Background: an optimization exercise with open tools, aiming at small area, a short achievable clock period and few clock cycles. Do not read the settings as production practice.
Only simulation tests tie the RTL to the original design; equivalence was not proved.

v44:
==> flow/design.v (excerpt) <==
module LearningMachine(input clk,rst, start, input [6:0] x1Data,x2Data, input [1:0] tData, output[1:0] signYin, output[13:0] w1,w2,b,Yin,output ReadEn, Ready);
  reg busy, rdEn, valid;
  reg xlast, flag;
  reg [7:0] cnt;      
  reg [6:0] x1, x2;
  reg [3:0] o1, o2;      
  reg [2:0] tw1, tw2;    
  reg t;
  reg [11:0] u1, u2;
  reg [7:0] v;
  reg [13:0] yReg;
  wire [13:0] ya, yb;
  wire [11:0] u1n, u2n;
  wire n1;
  wire n2;
  wire n3;
  wire n4;
  wire n5;
  wire n6;
  wire n7;
  wire n8;
  wire n9;
  wire n10;
  wire n11;
  wire n12;
  wire n13;
  wire n14;
  wire n15;
  wire n16;
  wire n17;
  wire n18;
  wire n19;
  wire n20;
  wire n21;
  wire n22;
  wire n23;
  wire n24;
  wire n25;
  wire n26;
  wire n27;
  wire n28;
  wire n29;
  wire n30;
  wire n31;
  wire n32;
  wire n33;
  wire n34;
  wire n35;
  wire n36;
  wire n37;
  wire n38;
  wire n39;
  wire n40;
  wire n41;
  wire n42;
  wire n43;
  wire n44;
  wire n45;
  wire n46;
  wire n47;
  wire n48;
  wire n49;
  wire n50;
  wire n51;
  wire n52;
  wire n53;
  wire n54;
  wire n55;
  wire n56;
  wire n57;
  wire n58;
  wire n59;
  wire n60;
  wire n61;
  wire n62;
  wire n63;
  wire n64;
  wire n65;
  ...
Size in the first run: ~86 flip-flops, ~8800 µm² of cells after synthesis.
clock: 12.0 ns
lec_check: 0
abc_clock_period_in_ps: 5000
cap_margin: 20
core_margin: 2
core_utilization: 40
cts_cluster_diameter: 100
cts_cluster_size: 40
setup_slack_margin: 5
slew_margin: 20
synth_hierarchical: 1
synth_minimum_keep_size: 0
standard.sh (not shown) runs the stock make flow with config.mk's settings and CLKGATE_MAP_FILE= SYNTH_SCRIPT=/design/flow/synth_recipe.tcl, a recipe that flattens the netlist after the stock synthesis.
==> flow/flow/run.sh <==
#!/bin/bash
set -euo pipefail
bash standard.sh SETUP_SLACK_MARGIN=8 'BUFFER_PORTS_ARGS=-buffer_cell sky130_fd_sc_hd__buf_1' finish > standard_make.log 2>&1
Testbench counts of v44, summed over its fixed seeds: cycles 145,544.
What v2 does differently from v44 at the input level:
- CTS_CLUSTER_SIZE: 40 -> unset
- CTS_CLUSTER_DIAMETER: 100 -> unset
==> flow/flow/run.sh <==
#!/bin/bash
set -euo pipefail
bash standard.sh SETUP_SLACK_MARGIN=8.5 'BUFFER_PORTS_ARGS=-buffer_cell sky130_fd_sc_hd__buf_1' finish > standard_make.log 2>&1
## What came out
- v44 -> v2: cell count increased by a few percent
- Higher first-pass GRT wire length was reported by v2, not v44.
- Clock tree buffer count of the final layout: v2 vs v44 down 2
- Final critical-path share of the clock period in v2 is 0.23 points lower than in v44
#### Input delta (v26 over v2)
==> flow/flow/run.sh <==
#!/bin/bash
set -euo pipefail
bash standard.sh SETUP_SLACK_MARGIN=9 SETUP_MOVE_SEQUENCE=unbuffer,size_down,sizeup,swap,clone 'BUFFER_PORTS_ARGS=-buffer_cell sky130_fd_sc_hd__buf_1' finish > standard_make.log 2>&1
## What came out
Note that the final standard cell count with taps included and fillers excluded recorded for v2 amounts to 1.06 times the value seen in v26.
v2 → v26: via count went down by 234, sequential cell area barely changed, area of the multi-input gates rose 1.1%.
The non-clock buffer count in v26 was lower than what v2 gave.
Utilization: v26 lower than v2
## Diff of input files: v45 against v26
==> flow/flow/run.sh <==
#!/bin/bash
set -euo pipefail
bash standard.sh SETUP_SLACK_MARGIN=8 'BUFFER_PORTS_ARGS=-buffer_cell sky130_fd_sc_hd__buf_1' finish > standard_make.log 2>&1
[summary]
- After detailed routing, v26 needs more wire than v45.
- v26 -> v45: non-clock buffer count increased by more than a quarter
The inputs of v37 differ from those of v45 as listed below.
==> flow/flow/run.sh <==
#!/bin/bash
set -euo pipefail
bash standard.sh SETUP_SLACK_MARGIN=8 SETUP_MOVE_SEQUENCE=unbuffer,size_down,sizeup,swap,clone 'BUFFER_PORTS_ARGS=-buffer_cell sky130_fd_sc_hd__buf_1' finish > standard_make.log 2>&1
- Diff v45 -> v37: global route total overflow held, worst hold slack went down 6.0 ps, multi-input gate share of the layout cell area went up 1.6 points, number of vias after detailed routing went down 94.
- Beginning of the critical path: u1[6]$_DFF_PP0_ -> v37, u1[11]$_DFF_PP0_ -> v45
- Design area delta for v37 relative to v45: about 2.5% lower

========
LearningMachine, a different RTL version from the one above (not shown whole).
For scale: about 930 cells after synthesis, roughly 86 flip-flops, about 79 I/O pins, roughly 8900 sq um of cells after synthesis.
Design LearningMachine, start of the top module:
module LearningMachine(input clk,rst, start, input [6:0] x1Data,x2Data, input [1:0] tData, output[1:0] signYin, output[13:0] w1,w2,b,Yin,output ReadEn, Ready);
Settings: LEC_CHECK=0, ABC_CLOCK_PERIOD_IN_PS=5000, CAP_MARGIN=20, CORE_MARGIN=2, CORE_UTILIZATION=40, SETUP_SLACK_MARGIN=5, SLEW_MARGIN=20, SYNTH_HIERARCHICAL=1, SYNTH_MINIMUM_KEEP_SIZE=0; clock period 12.0 ns.
==> flow/flow/run.sh <==
#!/bin/bash
set -euo pipefail
bash standard.sh SETUP_SLACK_MARGIN=8 'BUFFER_PORTS_ARGS=-buffer_cell sky130_fd_sc_hd__buf_1' finish > standard_make.log 2>&1
The baseline passed the timing, design-rule and antenna checks.
Testbench counts at the start, summed over its fixed seeds: cycles 145,544.
==> next run, changes <==
==> flow/flow/run.sh (replaced) <==
#!/bin/bash
set -euo pipefail
bash standard.sh SETUP_SLACK_MARGIN=7.5 'BUFFER_PORTS_ARGS=-buffer_cell sky130_fd_sc_hd__buf_1' finish > standard_make.log 2>&1
=> Design area is lower slightly; first-iteration DRC count goes down by about a fifth; worst setup slack is worse by 0.059 ns; global-route usage came out higher by 0.13 points; synthesized area stays the same.
==> next run, changes <==
CTS_BUF_LIST = sky130_fd_sc_hd__clkbuf_8   (was not set)
Outcome: The changed run ran to the end with no violations. Via count climbs by 0.85%. Critical path depth shrinks by 1. Die area does not change. Sequential share of layout area is about the same.

==> what the ideal ports hide <==
In the flow no input, the clock included, has a driving cell. The finished layouts below were timed again as built, in two steps.
Step 1 (the two cells are an assumption about what drives the block):
set clk [get_ports {clk}]
set_driving_cell -lib_cell sky130_fd_sc_hd__clkbuf_16 $clk
set_driving_cell -lib_cell sky130_fd_sc_hd__buf_2 [delete_from_list [all_inputs] $clk]
Step 2 adds t to the input delays and takes it off the output delays; t is the mean of the earliest and latest rising clock arrival at the registers after step 1. Input paths then give back, and output paths get back, about the clock's delay inside the block.
a / b / c = ideal / step 1 / step 2; a / b = the first two.
| run | shift t [ns] | slack for setup (ns) | clock arrival spread, ns |
|---|---|---|---|
| v44 | 0.395 | 7.019 / 7.019 / 7.019 | 0.010 / 0.009 |
| v2 | 0.397 | 7.046 / 7.046 / 7.046 | 0.013 / 0.013 |
| v26 | 0.398 | 6.725 / 6.725 / 6.725 | 0.009 / 0.009 |
| v45 | 0.395 | 7.019 / 7.019 / 7.019 | 0.010 / 0.009 |
| v37 | 0.394 | 6.803 / 6.803 / 6.803 | 0.009 / 0.010 |
| the first run of note 2 | 0.396 | 7.022 / 7.022 / 7.022 | 0.010 / 0.010 |
| the second run of note 2 | 0.400 | 6.963 / 6.963 / 6.963 | 0.014 / 0.014 |
| the third run of note 2 | 0.427 | 6.957 / 6.957 / 6.957 | 0.018 / 0.017 |
After both steps every run listed still meets setup and hold.
